Source: an optimization exercise on an open RTL-to-GDS flow (aim: small area). Production flows keep margins and buffers that such runs may drop. At most, simulation tests tie the RTL to the original design; equivalence was not proved. Power figures rest on the tool's default switching activity, not on a simulated workload.

oak:
## float_multiply
module float_multiply (clk, reset, IN1, IN2, OUT);
input clk, reset;
input [31:0] IN1, IN2;
output [31:0] OUT;
reg [31:0] X1;
reg [31:0] X2;
reg [2:0]  stage;
reg [28:0] acc;     
reg [0:0]  cf;      
wire changed;
neq64 u_cmp (.a({IN2, IN1}), .b({X2, X1}), .y(changed));
wire st0 = (stage == 3'd0);
wire st7 = (stage == 3'd7);
wire [22:0] fa_m;
ao22x23 u_fam (.a(IN1[22:0]), .sa(st0), .b(X1[22:0]), .sb(~st0), .y(fa_m));
reg [4:0] win;
always @(*) begin
    case (stage)
        3'd0: win = {IN2[1:0], 3'b000};
        3'd1: win = X2[5:1];
        3'd2: win = X2[9:5];
        3'd3: win = X2[13:9];
        3'd4: win = X2[17:13];
        3'd5: win = X2[21:17];
        default: win = {3'b001, X2[22:21]};
    endcase
end
wire one0 = win[0] ^ win[1];
wire two0 = (win[2] & ~win[1] & ~win[0]) | (~win[2] & win[1] & win[0]);
wire neg0 = win[2] & ~(win[1] & win[0]);
wire one1 = win[2] ^ win[3];
wire two1 = (win[4] & ~win[3] & ~win[2]) | (~win[4] & win[3] & win[2]);
wire neg1 = win[4] & ~(win[3] & win[2]);
wire [23:0] m0 = {1'b1, X1[22:0]};
wire [23:0] m1 = {1'b1, fa_m};
wire [24:0] pp0, pp1;
brow u_row0 (.one_n(~one0), .two_n(~two0), .neg(neg0), .m(X1[22:0]), .pp(pp0));
brow u_row1 (.one_n(~one1), .two_n(~two1), .neg(neg1), .m(fa_m), .pp(pp1));
wire [24:0] A = acc[28:4];
wire [0:0] cfg = cf;
wire nA24 = ~A[24];
wire nneg0 = ~neg0;
wire nneg1 = ~neg1;
wire npp1_24 = ~pp1[24];
wire fs0;
wire fc0;
wire fs1;
wire fc1;
wire fs2;
wire fc2;
wire fs3;
wire fc3;
wire fs4;
wire fc4;
wire fs5;
wire fc5;
wire fs6;
wire fc6;
wire fs7;
  ...
Size: about 630 cells after synthesis, roughly 98 I/O pins, about 7000 µm² of cells after synthesis.
==> flow/config.mk <==
export PLATFORM = sky130hd
export DESIGN_NAME = float_multiply
export DESIGN_NICKNAME = float_multiply
export VERILOG_FILES = /design/flow/design.v
export SDC_FILE = /design/flow/constraint.sdc
export NUM_CORES = 4
export LEC_CHECK = 0
export CAP_MARGIN = 0
export CORE_MARGIN = 2
export CORE_UTILIZATION = 60
export CTS_BUF_LIST = sky130_fd_sc_hd__clkbuf_8
export SLEW_MARGIN = 0
export SYNTH_HIERARCHICAL = 1
==> flow/constraint.sdc <==
create_clock -name core_clock -period 10.0 [get_ports {clk}]
set_input_delay 2.0000 -clock core_clock [delete_from_list [all_inputs] [get_ports {clk}]]
set_output_delay 2.0000 -clock core_clock [all_outputs]
set_load 0.01 [all_outputs]
standard.sh (not shown) runs the stock make flow with config.mk's settings and CLKGATE_MAP_FILE= SYNTH_SCRIPT=/design/flow/synth_recipe.tcl, a recipe that flattens the netlist after the stock synthesis.
==> flow/flow/run.sh <==
#!/bin/bash
# Standard layout, with the port buffers made from the smallest buffer cell
# and no dummy loads added to the clock tree.
set -euo pipefail
bash standard.sh \
  BUFFER_PORTS_ARGS="-buffer_cell sky130_fd_sc_hd__buf_1" \
  CTS_ARGS="-sink_clustering_enable -repair_clock_nets -buf_list sky130_fd_sc_hd__clkbuf_8 -dont_use_dummy_load" \
  finish > flow.log 2>&1
oak: no failed stages, no open violations at the end
Relative to oak, the following input files were edited for pine:
==> flow/config.mk <==
export PLATFORM = sky130hd
export DESIGN_NAME = float_multiply
export DESIGN_NICKNAME = float_multiply
export VERILOG_FILES = /design/flow/design.v
export SDC_FILE = /design/flow/constraint.sdc
export NUM_CORES = 4
export LEC_CHECK = 0
export CAP_MARGIN = 5
export CORE_MARGIN = 2
export CORE_UTILIZATION = 60
export CTS_BUF_LIST = sky130_fd_sc_hd__clkbuf_8
export SLEW_MARGIN = 5
export SYNTH_HIERARCHICAL = 1
Findings:
Every run in the comparison, pine and oak, completed the flow with a clean layout. Internal power: oak vs pine identical. From oak to pine the numbers moved as follows: cell count after synthesis flat; proportion of power drawn by flip-flops and latches flat; clock power share flat; synthesized flop and latch total flat. As far as flip-flop and latch share of the layout cell area goes, oak and pine are indistinguishable; the numbers are identical.
What birch does differently from pine at the input level:
-- flow/config.mk --
<<< pine, line 10
export CORE_UTILIZATION = 60
export CTS_BUF_LIST = sky130_fd_sc_hd__clkbuf_8
export SLEW_MARGIN = 5
export SYNTH_HIERARCHICAL = 1
>>> birch, line 10
export CORE_UTILIZATION = 60
export CTS_BUF_LIST = sky130_fd_sc_hd__clkbuf_8
export GPL_TIMING_DRIVEN = 0
export SLEW_MARGIN = 5
export SYNTH_HIERARCHICAL = 1
Results
- Compared birch against pine; relative contribution of the clock network to total power within noise.
- Upper clock frequency limit went down slightly going from pine to birch.
- Between pine and birch, the combinational cell fraction of total power figures differ only marginally.
- Comparing birch and pine, the higher part of the cycle the worst path needs is on birch.
- Re cts-stage hold buffer count: no difference whatsoever between pine and birch.

---

v19:
Another version of the RTL of float_multiply (not shown whole).
For scale: ~630 cells after synthesis, about 98 flip-flops, ~98 I/O pins, about 7700 um^2 of cells after synthesis.
clock: 10.0 ns
lec_check: 0
cap_margin: 20
core_margin: 2
core_utilization: 50
cts_buf_list: sky130_fd_sc_hd__clkbuf_16
cts_cluster_size: 50
slew_margin: 20
synth_hierarchical: 1
==> flow/flow/run.sh <==
#!/bin/bash
# Standard layout, with the port buffers made from the smallest buffer cell.
set -euo pipefail
bash standard.sh BUFFER_PORTS_ARGS="-buffer_cell sky130_fd_sc_hd__buf_1" finish > flow.log 2>&1
The following lists how v9 was set up differently from v19:
Settings: CTS_BUF_LIST changed from sky130_fd_sc_hd__clkbuf_16 to sky130_fd_sc_hd__clkbuf_8; CTS_CLUSTER_SIZE removed (was 50).
==> flow/flow/run.sh <==
#!/bin/bash
# Standard layout, with the port buffers made from the smallest buffer cell
# and no dummy loads added to the clock tree.
set -euo pipefail
bash standard.sh \
  BUFFER_PORTS_ARGS="-buffer_cell sky130_fd_sc_hd__buf_1" \
  CTS_ARGS="-sink_clustering_enable -repair_clock_nets -buf_list sky130_fd_sc_hd__clkbuf_8 -dont_use_dummy_load" \
  finish > flow.log 2>&1
==> comparison <==
Changes observed in v9 relative to v19: maximum root-to-sink buffer count held, via count of the first global-routing pass has decreased, net switching power of the design moved down.
Total power of v9 is lower than that of v19.

---

float_multiply, a different RTL version from the one above (not shown whole).
Size: roughly 860 cells after synthesis, roughly 94 flip-flops, about 98 I/O pins, roughly 0.0089 mm2 of cells after synthesis.
Settings: LEC_CHECK=0, CAP_MARGIN=20, CORE_MARGIN=2, CORE_UTILIZATION=50, CTS_BUF_LIST=sky130_fd_sc_hd__clkbuf_8, SLEW_MARGIN=20, SYNTH_HIERARCHICAL=1; clock period 10.0 ns.
==> flow/flow/run.sh <==
#!/bin/bash
# Standard layout, with the port buffers made from the smallest buffer cell.
set -euo pipefail
bash standard.sh BUFFER_PORTS_ARGS="-buffer_cell sky130_fd_sc_hd__buf_1" finish > flow.log 2>&1
==> next run, changes <==
==> flow/run.sh (new file) <==
#!/bin/bash
# synth_recipe.tcl (not shown) runs the flow's synth.tcl, then flattens the netlist and writes it again
# the make line also repeats each setting of config.mk as NAME=value (left out here)
make -C /OpenROAD-flow-scripts/flow DESIGN_CONFIG=/design/flow/config.mk WORK_HOME=/design/flow/orfs CLKGATE_MAP_FILE= SYNTH_SCRIPT=/design/flow/synth_recipe.tcl finish
removed: flow/flow/run.sh
removed: flow/standard.sh
The new run finished clean.
Combinational power stays flat.
Critical path depth does not change.
Total power decreases by 1.7%.
Cell count does not change.
Sequential share of layout area falls by 1.4 points.
Clock-buffer cell count stays the same.
No functional check of the RTL was part of any run of this note.

---

float_multiply, a different RTL version from the one above (not shown whole).
Size in the first run: ~630 cells after synthesis, about 97 flip-flops, ~7100 um^2 of cells after synthesis.
export LEC_CHECK = 0
export CAP_MARGIN = 5
export CORE_MARGIN = 2
export CORE_UTILIZATION = 50
export CTS_BUF_LIST = sky130_fd_sc_hd__clkbuf_8
export SLEW_MARGIN = 5
export SYNTH_HIERARCHICAL = 1
create_clock -name core_clock -period 10.0 [get_ports {clk}]
==> flow/flow/run.sh <==
#!/bin/bash
# Standard layout, with the port buffers made from the smallest buffer cell
# and no dummy loads added to the clock tree.
set -euo pipefail
bash standard.sh \
  BUFFER_PORTS_ARGS="-buffer_cell sky130_fd_sc_hd__buf_1" \
  CTS_ARGS="-sink_clustering_enable -repair_clock_nets -buf_list sky130_fd_sc_hd__clkbuf_8 -dont_use_dummy_load" \
  finish > flow.log 2>&1
The first run went through all stages and came out clean.
Change:
Settings changed: CAP_MARGIN 5 to 20, SLEW_MARGIN 5 to 20.
- The changed run completed with no timing, DRC or antenna violations
- die area is unchanged
- clock-buffer cell count is unchanged
- flip-flop and latch count stays the same
- power is about the same
- wire length barely changes
- fmax is lower by 0.37%
- final cell count barely changes
- first-iteration DRC count is lower by 2.3%
Change:
Settings changed: CAP_MARGIN 20 to 5, CORE_UTILIZATION 50 to 60, SLEW_MARGIN 20 to 5.
What happened: First-iteration DRC count went down by about 0.34%; core utilization went up by 11 points; count of clock-buffer cells in the layout does not change; combinational power barely changes; die area went down by about 16%; non-clock buffer count went down by 2; final cell count went down by about 4.3%; global-route usage went up by 3.1 points.

---

the previous run:
Another version of the RTL of float_multiply (not shown whole).
For scale: about 580 cells after synthesis, about 97 flip-flops, roughly 98 I/O pins.
Settings: LEC_CHECK=0, CAP_MARGIN=20, CORE_MARGIN=2, CORE_UTILIZATION=65, CTS_BUF_LIST=sky130_fd_sc_hd__clkbuf_8, SLEW_MARGIN=20, SYNTH_HIERARCHICAL=1; clock period 10.0 ns.
Scripts as last shown in full above: flow/flow/run.sh
The previous run went all the way through the flow, and no timing, DRC or antenna check failed.
## Diff of input files: the current run against the previous run
diff --git a/flow/config.mk b/flow/config.mk
--- a/flow/config.mk
+++ b/flow/config.mk
@@ -9,3 +9,3 @@
 export CORE_MARGIN = 2
-export CORE_UTILIZATION = 65
+export CORE_UTILIZATION = 50
 export CTS_BUF_LIST = sky130_fd_sc_hd__clkbuf_8
==> run notes <==
Both conditions hold for the current run: the flow ran to the end and the final layout passed the timing, DRC and antenna checks.
Relative to the previous run, fraction of standard cell area in multi-input logic has decreased by 0.50 points in the current run.
The lower length in cells of the worst reg-to-reg path of the previous run and the current run is in the previous run.
The lower share of power burned in the clock network came out of the previous run.
Compared with the previous run, the current run shows a higher die area.
When the final numbers for the previous run and the current run were put side by side, the number of buffer and inverter stages on the critical path turned out to be smaller in the current run.
Between the previous run and the current run, the clock input transition at the sequential cells of the worst setup and hold paths does not differ in any meaningful way.
The current run ended with more clock power than the previous run.
Placement-stage cell area, the previous run and the current run: lower on the previous run
In terms of internal power, the current run and the previous run differ only marginally.
Taking the previous run as the reference, in the current run final non-filler cell area higher; non-clock buffer count higher.

afterwards: timing with drivers on the ports:
The flow's constraints put no driver on any port. The routed layouts listed below were extracted and timed again, unchanged, in two steps. Step 1 sets driving cells, clkbuf_16 on the clock port and buf_2 on the other inputs (assumed; they add their load-dependent delay and slew). Step 2 also shifts input and output timing later by t, the mid clock arrival at the registers, as if the neighbouring blocks saw the same clock. Slacks: ideal ports / drivers / drivers and shift; pairs: ideal ports / drivers.
| run | shift t [ns] | setup WS [ns] | worst register clock-pin slew, ns | worst slew at a driven data input, ns | cell pins on the clock port's net |
|---|---|---|---|---|---|
| oak | 0.409 | 0.402 / 0.421 / 0.011 | 0.09 / 0.09 | 0.04 | 1 |
| pine | 0.409 | 0.402 / 0.421 / 0.011 | 0.09 / 0.09 | 0.04 | 1 |
| birch | 0.396 | 0.261 / 0.275 / -0.120 | 0.09 / 0.09 | 0.05 | 1 |
| v19 | 0.391 | 0.761 / 0.723 / 0.685 | 0.07 / 0.07 | 0.04 | 1 |
| v9 | 0.408 | 0.732 / 0.698 / 0.703 | 0.10 / 0.10 | 0.04 | 1 |
| the first run of note 3 | 0.427 | 1.059 / 1.059 / 1.059 | 0.11 / 0.11 | 0.06 | 1 |
| the second run of note 3 | 0.429 | 1.066 / 1.066 / 1.066 | 0.11 / 0.11 | 0.06 | 1 |
| the first run of note 4 | 0.416 | 0.477 / 0.477 / 0.214 | 0.10 / 0.10 | 0.06 | 1 |
| the second run of note 4 | 0.406 | 0.441 / 0.441 / 0.253 | 0.10 / 0.10 | 0.06 | 1 |
| the third run of note 4 | 0.394 | 0.421 / 0.438 / 0.044 | 0.09 / 0.09 | 0.06 | 1 |
| the previous run | 0.397 | 0.396 / 0.396 / 0.245 | 0.09 / 0.09 | 0.06 | 1 |
| the current run | 0.402 | 0.558 / 0.558 / 0.325 | 0.10 / 0.10 | 0.07 | 1 |
With both steps, setup timing fails in birch, where it was met with ideal ports.
